This is an optimization exercise on Yosys and OpenROAD, whose aim is small area, not a production implementation. The RTL was checked by simulation tests, not by an equivalence proof against the original design. The flow treats the clock pin as an ideal source, which a real chip does not have. No activity file was given, so power comes from the tool's default toggle rates.

==> run a <==
// DES_Core_Pipelined
module DES_Core_Pipelined(
    input wire clk,
    input wire reset,  
    input wire [63:0] plaintext_i,
    input wire [63:0] key_i,
    output wire [63:0] ciphertext_o
    );
    wire [63:0] c_n;
    wire x120;
    fx_xor2 u120 (.a(key_i[0]), .b(key_i[12]), .y(x120));
    wire x121;
    fx_xor2 u121 (.a(key_i[29]), .b(key_i[32]), .y(x121));
    wire x122;
    fx_xor2 u122 (.a(key_i[6]), .b(x120), .y(x122));
    wire x123;
    fx_xor2 u123 (.a(key_i[27]), .b(key_i[30]), .y(x123));
    wire x124;
    fx_xor2 u124 (.a(key_i[31]), .b(key_i[34]), .y(x124));
    wire x125;
    fx_xor2 u125 (.a(key_i[3]), .b(key_i[9]), .y(x125));
    wire x126;
    fx_xor2 u126 (.a(key_i[5]), .b(key_i[55]), .y(x126));
    wire x127;
    fx_xor2 u127 (.a(key_i[1]), .b(key_i[7]), .y(x127));
    wire x128;
    fx_xor2 u128 (.a(key_i[11]), .b(key_i[15]), .y(x128));
    wire x129;
    fx_xor2 u129 (.a(key_i[16]), .b(x122), .y(x129));
    wire x130;
    fx_xor2 u130 (.a(x126), .b(x128), .y(x130));
    wire x131;
    fx_xor2 u131 (.a(x125), .b(x130), .y(x131));
    wire x132;
    fx_xor2 u132 (.a(key_i[2]), .b(key_i[14]), .y(x132));
    wire x133;
    fx_xor2 u133 (.a(key_i[8]), .b(x132), .y(x133));
    wire x134;
    fx_xor2 u134 (.a(key_i[13]), .b(x127), .y(x134));
    wire x135;
    fx_xor2 u135 (.a(key_i[4]), .b(key_i[10]), .y(x135));
    wire x136;
    fx_xor2 u136 (.a(x131), .b(x134), .y(x136));
    wire x137;
    fx_xor2 u137 (.a(key_i[54]), .b(x135), .y(x137));
    wire x138;
    fx_xor2 u138 (.a(key_i[25]), .b(key_i[28]), .y(x138));
    wire x139;
    fx_xor2 u139 (.a(key_i[53]), .b(x136), .y(x139));
    wire x140;
    fx_xor2 u140 (.a(x129), .b(x133), .y(x140));
    wire x141;
    fx_xor2 u141 (.a(x137), .b(x140), .y(x141));
    wire x142;
    fx_xor2 u142 (.a(key_i[33]), .b(key_i[36]), .y(x142));
    wire x143;
    fx_xor2 u143 (.a(key_i[35]), .b(x121), .y(x143));
    wire x144;
    fx_xor2 u144 (.a(key_i[17]), .b(key_i[19]), .y(x144));
    wire x145;
    fx_xor2 u145 (.a(key_i[37]), .b(x124), .y(x145));
    wire x146;
    fx_xor2 u146 (.a(key_i[24]), .b(x123), .y(x146));
    wire x147;
    fx_xor2 u147 (.a(key_i[51]), .b(x139), .y(x147));
    wire x148;
    fx_xor2 u148 (.a(key_i[23]), .b(key_i[26]), .y(x148));
    wire x149;
    fx_xor2 u149 (.a(key_i[18]), .b(x141), .y(x149));
  ...
clock: 4.0 ns
lec_check: 0
cap_margin: 20
core_margin: 2
core_utilization: 75
gpl_timing_driven: 0
slew_margin: 20
synth_hierarchical: 1
standard.sh (not shown) runs the stock make flow with config.mk's settings and CLKGATE_MAP_FILE= SYNTH_SCRIPT=/design/flow/synth_recipe.tcl, a recipe that flattens the netlist after the stock synthesis.
==> flow/flow/run.sh <==
#!/bin/bash
# The standard layout (standard.sh: the standard flow's synthesis and ORFS steps), with two changes:
# ports get the smallest buffer cell, and the clock tree is built from clkbuf_8 sink
# clusters of at most 20 flip-flops, without dummy loads. All make output goes to
# standard_make.log; the ORFS step logs are under orfs/logs.
set -euo pipefail
CTS="-sink_clustering_enable -repair_clock_nets -dont_use_dummy_load"
CTS="$CTS -buf_list {sky130_fd_sc_hd__clkbuf_8}"
CTS="$CTS -sink_clustering_size 21 -sink_clustering_max_diameter 55"
bash standard.sh "BUFFER_PORTS_ARGS=-buffer_cell sky130_fd_sc_hd__buf_1" "CTS_ARGS=$CTS" finish > standard_make.log 2>&1
==> run b (differences from run a) <==
==> flow/flow/run.sh (replaced) <==
#!/bin/bash
# The standard layout (standard.sh: the standard flow's synthesis and ORFS steps) with three changes:
#  - ports get the smallest buffer cell (buf_1);
#  - the clock tree is built from clkbuf_8 sink clusters of at most 22 flip-flops, without
#    dummy loads;
#  - after CTS, fix_clk.tcl resizes leaf clock buffers: one whose flip-flop clock pins would see
#    a slew over 112 ps (placement parasitics) is upsized, a lightly loaded one (under 85 ps) is
#    downsized while its slew stays under 100 ps.
# Each tool's output goes to its own log here: make_cts.log, fix_clk.log, make_finish.log
# (the ORFS step logs are under orfs/logs).
set -euo pipefail
CTS="-sink_clustering_enable -repair_clock_nets -dont_use_dummy_load"
CTS="$CTS -buf_list {sky130_fd_sc_hd__clkbuf_8}"
CTS="$CTS -sink_clustering_size 22 -sink_clustering_max_diameter 55"
ARGS=("BUFFER_PORTS_ARGS=-buffer_cell sky130_fd_sc_hd__buf_1" "CTS_ARGS=$CTS")
bash standard.sh "${ARGS[@]}" cts > make_cts.log 2>&1
R=orfs/results/$FLOW_PLATFORM/DES_Core_Pipelined/base
PLATFORM_DIR=$FLOW_HOME/platforms/$FLOW_PLATFORM CTS_ODB=$R/4_1_cts.odb CTS_SDC=$R/4_cts.sdc \
  FIX_HI=0.112 FIX_LO=0.085 FIX_DOWN_MAX=0.10 \
  openroad -no_init -exit flow/fix_clk.tcl > fix_clk.log 2>&1
cp $R/4_1_cts.odb $R/4_cts.odb
touch $R/4_cts.sdc
bash standard.sh "${ARGS[@]}" finish > make_finish.log 2>&1
==> flow/flow/fix_clk.tcl (new file) <==
set P $::env(PLATFORM_DIR)
read_liberty $P/lib/sky130_fd_sc_hd__tt_025C_1v80.lib
read_db $::env(CTS_ODB)
read_sdc $::env(CTS_SDC)
source $P/setRC.tcl
set_propagated_clock [all_clocks]
estimate_parasitics -placement
set hi $::env(FIX_HI)
set lo $::env(FIX_LO)
set downmax $::env(FIX_DOWN_MAX)
set sizes {sky130_fd_sc_hd__clkbuf_2 sky130_fd_sc_hd__clkbuf_4 sky130_fd_sc_hd__clkbuf_8 sky130_fd_sc_hd__clkbuf_16}

proc leaf_slew {net} {
  set s 0
  foreach p [get_pins -of_objects $net -filter "direction==input"] {
    set v [get_property $p slew_max]
    if {$v > $s} {set s $v}
  }
  return $s
}
proc drives_flops {net} {
  foreach p [get_pins -of_objects $net -filter "direction==input"] {
    if {[string match *dfxtp* [get_property [get_cells -of_objects $p] ref_name]]} { return 1 }
  }
  return 0
}
# Leaf buffers: {name net}
set leaves {}
foreach inst [[ord::get_db_block] getInsts] {
  if {[lsearch $::sizes [[$inst getMaster] getName]] < 0} continue
  set name [$inst getName]
  set net [get_nets -of_objects [get_pins $name/X]]
  if {[drives_flops $net]} { lappend leaves [list $name $net] }
}
puts "FIX [llength $leaves] leaf buffers"

proc resize_round {round allow_down} {
  set changed 0
  foreach l $::leaves {
    lassign $l name net
    set m [get_property [get_cells $name] ref_name]
    set k [lsearch $::sizes $m]
    set s [leaf_slew $net]
    set n [llength [get_pins -of_objects $net -filter "direction==input"]]
    set new $k
    if {$s > $::hi && $k < [llength $::sizes] - 1} {
      set new [expr {$k + 1}]
      replace_cell $name [lindex $::sizes $new]
      estimate_parasitics -placement
    } elseif {$allow_down && $s < $::lo} {
      # step down while the slew stays under FIX_DOWN_MAX
      while {$new > 0} {
        replace_cell $name [lindex $::sizes [expr {$new - 1}]]
        estimate_parasitics -placement
        if {[leaf_slew $net] > $::downmax} {
          replace_cell $name [lindex $::sizes $new]
          estimate_parasitics -placement
          break
        }
        incr new -1
      }
    }
    if {$new != $k} {
      incr changed
      puts [format "FIX round %d: %s %s n=%d slew=%.4f -> %s slew=%.4f" $round $name $m $n $s [lindex $::sizes $new] [leaf_slew $net]]
    }
  }
  return $changed
}
proc report_leaves {tag} {
  set worst 0
  foreach l $::leaves {
    set s [leaf_slew [lindex $l 1]]
    if {$s > $worst} { set worst $s }
  }
  puts [format "FIX %s: worst leaf slew %.4f" $tag $worst]
  return $worst
}
report_leaves "before"
set any 0
for {set round 1} {$round <= 3} {incr round} {
  set c [resize_round $round [expr {$round == 1}]]
  if {$c == 0} break
  set any 1
  detailed_placement
  check_placement -verbose
  estimate_parasitics -placement
  if {[report_leaves "after round $round"] <= $hi} break
}
if {$any} { write_db $::env(CTS_ODB) }
- CORE_UTILIZATION: 75 -> 65
==> run c (differences from run a) <==
==> flow/flow/run.sh (replaced) <==
#!/bin/bash
# The standard layout (standard.sh: the standard flow's synthesis and ORFS steps) with three changes:
#  - ports get the smallest buffer cell (buf_1);
#  - the clock tree is built from clkbuf_8 sink clusters of at most 21 flip-flops, without
#    dummy loads;
#  - after CTS, fix_clk.tcl downsizes lightly loaded leaf clock buffers (flip-flop clock pin
#    slew under 85 ps with placement parasitics) while their slew stays under 100 ps.
# Each tool's output goes to its own log here: make_cts.log, fix_clk.log, make_finish.log
# (the ORFS step logs are under orfs/logs).
set -euo pipefail
CTS="-sink_clustering_enable -repair_clock_nets -dont_use_dummy_load"
CTS="$CTS -buf_list {sky130_fd_sc_hd__clkbuf_8}"
CTS="$CTS -sink_clustering_size 21 -sink_clustering_max_diameter 55"
ARGS=("BUFFER_PORTS_ARGS=-buffer_cell sky130_fd_sc_hd__buf_1" "CTS_ARGS=$CTS")
bash standard.sh "${ARGS[@]}" cts > make_cts.log 2>&1
R=orfs/results/$FLOW_PLATFORM/DES_Core_Pipelined/base
PLATFORM_DIR=$FLOW_HOME/platforms/$FLOW_PLATFORM CTS_ODB=$R/4_1_cts.odb CTS_SDC=$R/4_cts.sdc \
  FIX_HI=1.0 FIX_LO=0.085 FIX_DOWN_MAX=0.10 \
  openroad -no_init -exit flow/fix_clk.tcl > fix_clk.log 2>&1
cp $R/4_1_cts.odb $R/4_cts.odb
touch $R/4_cts.sdc
bash standard.sh "${ARGS[@]}" finish > make_finish.log 2>&1
==> flow/flow/fix_clk.tcl (new file) <==
set P $::env(PLATFORM_DIR)
read_liberty $P/lib/sky130_fd_sc_hd__tt_025C_1v80.lib
read_db $::env(CTS_ODB)
read_sdc $::env(CTS_SDC)
source $P/setRC.tcl
set_propagated_clock [all_clocks]
estimate_parasitics -placement
set hi $::env(FIX_HI)
set lo $::env(FIX_LO)
set downmax $::env(FIX_DOWN_MAX)
set sizes {sky130_fd_sc_hd__clkbuf_2 sky130_fd_sc_hd__clkbuf_4 sky130_fd_sc_hd__clkbuf_8 sky130_fd_sc_hd__clkbuf_16}

proc leaf_slew {net} {
  set s 0
  foreach p [get_pins -of_objects $net -filter "direction==input"] {
    set v [get_property $p slew_max]
    if {$v > $s} {set s $v}
  }
  return $s
}
proc drives_flops {net} {
  foreach p [get_pins -of_objects $net -filter "direction==input"] {
    if {[string match *dfxtp* [get_property [get_cells -of_objects $p] ref_name]]} { return 1 }
  }
  return 0
}
# Leaf buffers: {name net}
set leaves {}
foreach inst [[ord::get_db_block] getInsts] {
  if {[lsearch $::sizes [[$inst getMaster] getName]] < 0} continue
  set name [$inst getName]
  set net [get_nets -of_objects [get_pins $name/X]]
  if {[drives_flops $net]} { lappend leaves [list $name $net] }
}
puts "FIX [llength $leaves] leaf buffers"

set grew 0
proc resize_round {round allow_down} {
  set changed 0
  foreach l $::leaves {
    lassign $l name net
    set m [get_property [get_cells $name] ref_name]
    set k [lsearch $::sizes $m]
    set s [leaf_slew $net]
    set n [llength [get_pins -of_objects $net -filter "direction==input"]]
    set new $k
    if {$s > $::hi && $k < [llength $::sizes] - 1} {
      set new [expr {$k + 1}]
      set ::grew 1
      replace_cell $name [lindex $::sizes $new]
      estimate_parasitics -placement
    } elseif {$allow_down && $s < $::lo} {
      # step down while the slew stays under FIX_DOWN_MAX
      while {$new > 0} {
        replace_cell $name [lindex $::sizes [expr {$new - 1}]]
        estimate_parasitics -placement
        if {[leaf_slew $net] > $::downmax} {
          replace_cell $name [lindex $::sizes $new]
          estimate_parasitics -placement
          break
        }
        incr new -1
      }
    }
    if {$new != $k} {
      incr changed
      puts [format "FIX round %d: %s %s n=%d slew=%.4f -> %s slew=%.4f" $round $name $m $n $s [lindex $::sizes $new] [leaf_slew $net]]
    }
  }
  return $changed
}
proc report_leaves {tag} {
  set worst 0
  foreach l $::leaves {
    set s [leaf_slew [lindex $l 1]]
    if {$s > $worst} { set worst $s }
  }
  puts [format "FIX %s: worst leaf slew %.4f" $tag $worst]
  return $worst
}
report_leaves "before"
set any 0
for {set round 1} {$round <= 3} {incr round} {
  set c [resize_round $round [expr {$round == 1}]]
  if {$c == 0} break
  set any 1
  # a smaller cell stays legal where it is; only a larger one needs legalizing
  if {$grew} { detailed_placement }
  check_placement -verbose
  estimate_parasitics -placement
  if {[report_leaves "after round $round"] <= $hi} break
}
if {$any} { write_db $::env(CTS_ODB) }
==> run d (differences from run a) <==
--- a/flow/flow/run.sh
+++ b/flow/flow/run.sh
@@ -3,3 +3,3 @@
 # ports get the smallest buffer cell, and the clock tree is built from clkbuf_8 sink
-# clusters of at most 20 flip-flops, without dummy loads. All make output goes to
+# clusters of at most 21 flip-flops, without dummy loads. All make output goes to
 # standard_make.log; the ORFS step logs are under orfs/logs.
==> qor summary <==
| metric | run d | run b | run a | run c |
|---|---|---|---|---|
| HPWL Detailed | 25190 µm | 17900 µm | 25190 µm | 25190 µm |
| Sequential group share of total power | 0.770 | 0.738 | 0.770 | 0.771 |
| Clock Buffer Count | 59 | 56 | 59 | 59 |
| Number of fill cells in the layout | 1301 | 2232 | 1301 | 1306 |
| Later-pin clock latency in the skew report | 0.63 ns | 0.76 ns | 0.63 ns | 0.63 ns |
| Dpl ws | -0.2696 ns | -0.2625 ns | -0.2696 ns | -0.2696 ns |
| Met2 Usage GRT | 0.4761 | 0.2790 | 0.4761 | 0.4761 |
| Synth-to-Final Area Change | 8.417% | 10.78% | 8.417% | 8.355% |
| Met3 track utilization from global routing | 0.04873 | 0.04654 | 0.04873 | 0.04873 |
| Cell leakage power | 10.84 nW | 11.06 nW | 10.84 nW | 10.83 nW |
| Number of buffers created by CTS | 59 | 56 | 59 | 59 |
| Placed cell count | 1985 | 2051 | 1985 | 1985 |
| Number of placement rows | 65 | 70 | 65 | 65 |
| Hold WS | 0.2506 ns | 0.1734 ns | 0.2506 ns | 0.2712 ns |
| Number of standard cells in the layout, taps in and fillers out | 2046 | 2107 | 2046 | 2046 |
| Result of the run | complete, no violations | complete, no violations | complete, no violations | complete, no violations |
| Number of antenna cells inserted | 2 | 0 | 2 | 2 |
| Switching power as a share of total power | 0.2278 | 0.2030 | 0.2278 | 0.2276 |
| Min-Delay Startpoint | pipe_n[52] | pipe_n[241] | pipe_n[52] | pipe_n[52] |

-- port drivers added, routing unchanged --
How much do the figures lean on ideal ports? The routed layouts below were timed once more, with nothing changed but the port constraints.
Step 1, drivers: a clkbuf_16 drives clk and a buf_2 each remaining input, both assumed.
Step 2 moves the port delays by t, midway between the first and last clock arrival at a register: inputs arrive t later, outputs are due t later. That takes back most of the time a late clock gives input paths.
Slacks: ideal ports / drivers / drivers and shift; pairs: ideal ports / drivers.
| run | t, ns | setup WS [ns] | latest minus earliest clock arrival (ns) | cell pins on the clock port's net |
|---|---|---|---|---|
| run a | 0.642 | 0.273 / 0.296 / -0.346 | 0.091 / 0.092 | 1 |
| run b | 0.733 | 0.439 / 0.462 / -0.271 | 0.164 / 0.164 | 1 |
| run c | 0.642 | 0.314 / 0.337 / -0.305 | 0.087 / 0.088 | 1 |
| run d | 0.642 | 0.273 / 0.296 / -0.346 | 0.091 / 0.092 | 1 |
With both steps, setup timing fails in every run listed, where it was met with ideal ports. For run b, which loses most, drivers alone change the setup slack by +0.023 ns; drivers and shift together by -0.710 ns.
